This is an optimization exercise on Yosys and OpenROAD, whose aim is small area and a short achievable clock period, not a production implementation. At most, simulation tests tie the RTL to the original design; equivalence was not proved. No activity file was given, so power comes from the tool's default toggle rates.

Setup of amber:
==> flow/design.v (excerpt) <==
module EX (
    input clk,
    input rst_n,
    input en,
    input stage_ID_EX__EX_regwrite,
    input stage_ID_EX__EX_memtoreg,
    input stage_ID_EX__EX_memread,
    input stage_ID_EX__EX_memwrite,
    input stage_ID_EX__EX_alusrc,
    input [1:0] stage_ID_EX__EX_aluop,
    input stage_ID_EX__EX_regdst,
    input stage_ID_EX__EX_sys_en,
    input [31:0]stage_ID_EX__EX_rs_data,
    input [31:0]stage_ID_EX__EX_rt_data,
    input [4:0]stage_ID_EX__EX_rs_id,
    input [4:0]stage_ID_EX__EX_rt_id,
    input [4:0]stage_ID_EX__EX_rd_id,
    input [31:0]stage_ID_EX__EX_sign_ext,
    input [2:0]stage_ID_EX__EX_funct3,
    input sys__EX_done,
    output reg stage_EX_MEM__MEM_regwrite,
    output reg stage_EX_MEM__MEM_memtoreg,
    output reg stage_EX_MEM__MEM_memread,
    output reg stage_EX_MEM__MEM_memwrite,
    output reg [31:0] stage_EX_MEM__MEM_alures,
    output reg [31:0] stage_EX_MEM__MEM_store_data,
    output reg [4:0]  stage_EX_MEM__MEM_rd_id,
    output EX__HDUbr_regwrite,
    output EX__HDU_memread,
    output [4:0] EX__HDU_HDUbr_rd_id,
    output EX_stall_for_sys,
    input  FU__EX_rs_wb,
    input  FU__EX_rs_mem,
    input  FU__EX_rt_wb,
    input  FU__EX_rt_mem,
    input [31:0]  WB__EX_for_help,
    input [31:0]  MEM__EX_for_help
);
For scale: ~1600 cells after synthesis, ~74 flip-flops, roughly 280 I/O pins, about 9000 um2 of cells after synthesis.
==> module EX, before the edit <==
module EX (
    input clk,
    input rst_n,
    input en,
    input stage_ID_EX__EX_regwrite,
    input stage_ID_EX__EX_memtoreg,
    input stage_ID_EX__EX_memread,
    input stage_ID_EX__EX_memwrite,
    input stage_ID_EX__EX_alusrc,
    input [1:0] stage_ID_EX__EX_aluop,
    input stage_ID_EX__EX_regdst,
    input stage_ID_EX__EX_sys_en,
    input [31:0]stage_ID_EX__EX_rs_data,
    input [31:0]stage_ID_EX__EX_rt_data,
    input [4:0]stage_ID_EX__EX_rs_id,
    input [4:0]stage_ID_EX__EX_rt_id,
    input [4:0]stage_ID_EX__EX_rd_id,
    input [31:0]stage_ID_EX__EX_sign_ext,
    input [2:0]stage_ID_EX__EX_funct3,
    input sys__EX_done,
    output reg stage_EX_MEM__MEM_regwrite,
    output reg stage_EX_MEM__MEM_memtoreg,
    output reg stage_EX_MEM__MEM_memread,
    output reg stage_EX_MEM__MEM_memwrite,
    output reg [31:0] stage_EX_MEM__MEM_alures,
    output reg [31:0] stage_EX_MEM__MEM_store_data,
    output reg [4:0]  stage_EX_MEM__MEM_rd_id,
    output EX__HDUbr_regwrite,
    output EX__HDU_memread,
    output [4:0] EX__HDU_HDUbr_rd_id,
    output EX_stall_for_sys,
    input  FU__EX_rs_wb,
    input  FU__EX_rs_mem,
    input  FU__EX_rt_wb,
    input  FU__EX_rt_mem,
    input [31:0]  WB__EX_for_help,
    input [31:0]  MEM__EX_for_help
);
wire rs_m = FU__EX_rs_mem;
wire rs_w = ~FU__EX_rs_mem & FU__EX_rs_wb;
wire rs_d = ~FU__EX_rs_mem & ~FU__EX_rs_wb;
wire rt_m = FU__EX_rt_mem;
wire rt_w = ~FU__EX_rt_mem & FU__EX_rt_wb;
wire rt_d = ~FU__EX_rt_mem & ~FU__EX_rt_wb;
wire [31:0] rs = (MEM__EX_for_help & {32{rs_m}}) | (WB__EX_for_help & {32{rs_w}}) |
                 (stage_ID_EX__EX_rs_data & {32{rs_d}});
wire [31:0] rt = (MEM__EX_for_help & {32{rt_m}}) | (WB__EX_for_help & {32{rt_w}}) |
                 (stage_ID_EX__EX_rt_data & {32{rt_d}});
wire b_e = stage_ID_EX__EX_alusrc;
wire b_m = ~stage_ID_EX__EX_alusrc & rt_m;
wire b_w = ~stage_ID_EX__EX_alusrc & rt_w;
wire b_d = ~stage_ID_EX__EX_alusrc & rt_d;
wire [31:0] b  = (stage_ID_EX__EX_sign_ext & {32{b_e}}) | (MEM__EX_for_help & {32{b_m}}) |
                 (WB__EX_for_help & {32{b_w}}) | (stage_ID_EX__EX_rt_data & {32{b_d}});
wire [4:0] op = {stage_ID_EX__EX_aluop, stage_ID_EX__EX_funct3};
wire op_add = (op == 5'b00000) | (op == 5'b01000);
wire op_sub = (op == 5'b10000);
wire op_sll = (op == 5'b01001);
wire op_srl = (op == 5'b01101);
wire op_sra = (op == 5'b10101);
wire op_xor = (op == 5'b01100);
wire op_or  = (op == 5'b01110);
wire op_and = (op == 5'b01111);
wire ld   = rst_n & en;           
wire s_p  = ld & (op_add | op_sub | op_xor | op_or);
wire s_g  = ld & (op_or | op_and);
wire s_c  = ld & (op_add | op_sub);
wire s_sr = ld & (op_srl | op_sra);
wire s_sl = ld & op_sll;
wire s_h  = rst_n & ~en;          
wire        sub = stage_ID_EX__EX_aluop[1];
wire [31:0] bx  = b ^ {32{sub}};
wire [31:0] p   = rs ^ bx;
wire [31:0] g   = rs & bx;
wire [31:0] Gs [0:5];
wire [31:0] Ps [0:5];
assign Gs[0] = {g[31:1], g[0] | (p[0] & sub)};
assign Ps[0] = p;
genvar i, k;
generate
  for (k = 0; k < 5; k = k + 1) begin : lv
    for (i = 0; i < 32; i = i + 1) begin : bt
      if ((i >> k) % 2 == 1) begin : nd
        localparam integer J = ((i >> k) << k) - 1;
        assign Gs[k+1][i] = Gs[k][i] | (Ps[k][i] & Gs[k][J]);
        assign Ps[k+1][i] = Ps[k][i] & Ps[k][J];
      end else begin : pass
        assign Gs[k+1][i] = Gs[k][i];
        assign Ps[k+1][i] = Ps[k][i];
      end
    end
  end
endgenerate
wire [31:0] c = {Gs[5][30:0], sub};
wire [31:0] al = (p & {32{s_p}}) ^ ((g & {32{s_g}}) | (c & {32{s_c}}));
wire [31:0] rs_rev;
generate
  for (i = 0; i < 32; i = i + 1) begin : rv
    assign rs_rev[i] = rs[31-i];
  end
endgenerate
wire [31:0] x    = op_sll ? rs_rev : rs;
wire        fill = op_sra & rs[31];
wire [4:0]  sh   = b[4:0];
wire [31:0] x1 = sh[0] ? {fill, x[31:1]}            : x;
wire [31:0] x2 = sh[1] ? {{2{fill}}, x1[31:2]}      : x1;
wire [31:0] x3 = sh[2] ? {{4{fill}}, x2[31:4]}      : x2;
wire [31:0] x4 = sh[3] ? {{8{fill}}, x3[31:8]}      : x3;
wire [31:0] y  = sh[4] ? {{16{fill}}, x4[31:16]}    : x4;
wire [31:0] y_rev;
generate
  for (i = 0; i < 32; i = i + 1) begin : yr
    assign y_rev[i] = y[31-i];
  end
endgenerate
wire [31:0] alu_d = al | (y & {32{s_sr}}) | (y_rev & {32{s_sl}}) |
                    (stage_EX_MEM__MEM_alures & {32{s_h}});
reg curr_state;
assign EX_stall_for_sys = curr_state ? ~sys__EX_done : stage_ID_EX__EX_sys_en;
always @(posedge clk) begin
    curr_state <= rst_n & EX_stall_for_sys;
end
wire [4:0] rd_sel = stage_ID_EX__EX_regdst ? stage_ID_EX__EX_rd_id : stage_ID_EX__EX_rt_id;
always @(posedge clk) begin
    stage_EX_MEM__MEM_alures <= alu_d;
    stage_EX_MEM__MEM_store_data <= (rt & {32{ld}}) | (stage_EX_MEM__MEM_store_data & {32{s_h}});
end
always @(posedge clk) begin
    if (!rst_n) begin
        stage_EX_MEM__MEM_regwrite <= 0;
        stage_EX_MEM__MEM_memtoreg <= 0;
        stage_EX_MEM__MEM_memread <= 0;
        stage_EX_MEM__MEM_memwrite <= 0;
        stage_EX_MEM__MEM_rd_id <= 0;
    end else if (en) begin
        stage_EX_MEM__MEM_regwrite <= ~EX_stall_for_sys & stage_ID_EX__EX_regwrite;
        stage_EX_MEM__MEM_memtoreg <= ~EX_stall_for_sys & stage_ID_EX__EX_memtoreg;
        stage_EX_MEM__MEM_memread  <= ~EX_stall_for_sys & stage_ID_EX__EX_memread;
        stage_EX_MEM__MEM_memwrite <= ~EX_stall_for_sys & stage_ID_EX__EX_memwrite;
        stage_EX_MEM__MEM_rd_id      <= rd_sel;
    end
end
assign EX__HDU_HDUbr_rd_id = rd_sel;
assign EX__HDU_memread = stage_ID_EX__EX_memread;
assign EX__HDUbr_regwrite = stage_ID_EX__EX_regwrite;
endmodule
==> flow/config.mk <==
export PLATFORM = sky130hd
export DESIGN_NAME = EX
export DESIGN_NICKNAME = EX
export VERILOG_FILES = /design/flow/design.v
export SDC_FILE = /design/flow/constraint.sdc
export NUM_CORES = 4
export LEC_CHECK = 0
export ABC_AREA = 1
export CAP_MARGIN = 20
export CORE_MARGIN = 2
export CORE_UTILIZATION = 40
export SETUP_SLACK_MARGIN = 1.5
export SLEW_MARGIN = 20
==> flow/constraint.sdc <==
create_clock -name core_clock -period 5.2 [get_ports {clk}]
set_input_delay 1.0400 -clock core_clock [delete_from_list [all_inputs] [get_ports {clk}]]
set_output_delay 1.0400 -clock core_clock [all_outputs]
set_load 0.01 [all_outputs]
standard.sh (not shown) runs the stock make flow with config.mk's settings and CLKGATE_MAP_FILE= SYNTH_SCRIPT=/design/flow/synth_recipe.tcl, a recipe that flattens the netlist after the stock synthesis.
==> flow/flow/run.sh <==
#!/bin/bash
# Standard layout, but buffer the ports with the smallest buffer cell.
set -o pipefail
bash standard.sh BUFFER_PORTS_ARGS="-buffer_cell sky130_fd_sc_hd__buf_1" finish > flow_standard.log 2>&1
amber finished end to end and its layout was clean on timing, DRC and antenna.
Input-level comparison between ember and amber:
--- a/flow/design.v
+++ b/flow/design.v
@@ -45,14 +45,9 @@
 wire [31:0] rs = (MEM__EX_for_help & {32{rs_m}}) | (WB__EX_for_help & {32{rs_w}}) |
                  (stage_ID_EX__EX_rs_data & {32{rs_d}});
 wire [31:0] rt = (MEM__EX_for_help & {32{rt_m}}) | (WB__EX_for_help & {32{rt_w}}) |
                  (stage_ID_EX__EX_rt_data & {32{rt_d}});
-wire b_e = stage_ID_EX__EX_alusrc;
-wire b_m = ~stage_ID_EX__EX_alusrc & rt_m;
-wire b_w = ~stage_ID_EX__EX_alusrc & rt_w;
-wire b_d = ~stage_ID_EX__EX_alusrc & rt_d;
-wire [31:0] b  = (stage_ID_EX__EX_sign_ext & {32{b_e}}) | (MEM__EX_for_help & {32{b_m}}) |
-                 (WB__EX_for_help & {32{b_w}}) | (stage_ID_EX__EX_rt_data & {32{b_d}});
+wire [31:0] b  = stage_ID_EX__EX_alusrc ? stage_ID_EX__EX_sign_ext : rt;
 wire [4:0] op = {stage_ID_EX__EX_aluop, stage_ID_EX__EX_funct3};
 wire op_add = (op == 5'b00000) | (op == 5'b01000);
 wire op_sub = (op == 5'b10000);
 wire op_sll = (op == 5'b01001);
@@ -122,22 +117,23 @@
 end
 wire [4:0] rd_sel = stage_ID_EX__EX_regdst ? stage_ID_EX__EX_rd_id : stage_ID_EX__EX_rt_id;
 always @(posedge clk) begin
     stage_EX_MEM__MEM_alures <= alu_d;
-    stage_EX_MEM__MEM_store_data <= (rt & {32{ld}}) | (stage_EX_MEM__MEM_store_data & {32{s_h}});
 end
 always @(posedge clk) begin
     if (!rst_n) begin
         stage_EX_MEM__MEM_regwrite <= 0;
         stage_EX_MEM__MEM_memtoreg <= 0;
         stage_EX_MEM__MEM_memread <= 0;
         stage_EX_MEM__MEM_memwrite <= 0;
+        stage_EX_MEM__MEM_store_data <= 0;
         stage_EX_MEM__MEM_rd_id <= 0;
     end else if (en) begin
         stage_EX_MEM__MEM_regwrite <= ~EX_stall_for_sys & stage_ID_EX__EX_regwrite;
         stage_EX_MEM__MEM_memtoreg <= ~EX_stall_for_sys & stage_ID_EX__EX_memtoreg;
         stage_EX_MEM__MEM_memread  <= ~EX_stall_for_sys & stage_ID_EX__EX_memread;
         stage_EX_MEM__MEM_memwrite <= ~EX_stall_for_sys & stage_ID_EX__EX_memwrite;
+        stage_EX_MEM__MEM_store_data <= rt;
         stage_EX_MEM__MEM_rd_id      <= rd_sel;
     end
 end
 assign EX__HDU_HDUbr_rd_id = rd_sel;
Notes after the runs:
- Of the two values seen for highest routing layer actually used, met4 was produced by amber and met5 by ember.
- Going from amber to ember, global-route usage over all layers ~0 delta, post-detailed-route wirelength per cell -2.4%, switching share of power -2.0 points.
- [compare] base=amber new=ember: non-clock buffer count dropped about 8%; actual transition at the worst max-transition pin climbed 200 ps.
The RTL of amber was laid out without a check of its function.

separate check: timing with driven ports:
In the flow no input, the clock included, has a driving cell. The finished layouts below were timed again as built, in two steps.
Step 1 (the two cells are an assumption about what drives the block):
set clk [get_ports {clk}]
set_driving_cell -lib_cell sky130_fd_sc_hd__clkbuf_16 $clk
set_driving_cell -lib_cell sky130_fd_sc_hd__buf_2 [delete_from_list [all_inputs] $clk]
Step 2 adds t to the input delays and takes it off the output delays; t is the mean of the earliest and latest rising clock arrival at the registers after step 1. Input paths then give back, and output paths get back, about the clock's delay inside the block.
Three values: ideal, step 1, step 2; two values: the first two.
| run | shift t [ns] | setup WS [ns] | hold slack, ns | worst setup path at the end | worst register clock-pin slew, ns |
|---|---|---|---|---|---|
| amber | 0.402 | 1.540 / 1.490 / 1.088 | 0.461 / 0.461 / 0.461 | input to register | 0.07 / 0.07 |
| ember | 0.397 | 1.648 / 1.635 / 1.238 | 0.460 / 0.460 / 0.460 | input to register | 0.07 / 0.07 |
After both steps every run listed still meets setup and hold. The setup slack of amber, which loses most, moves by -0.050 ns with the drivers and by -0.452 ns with both steps.
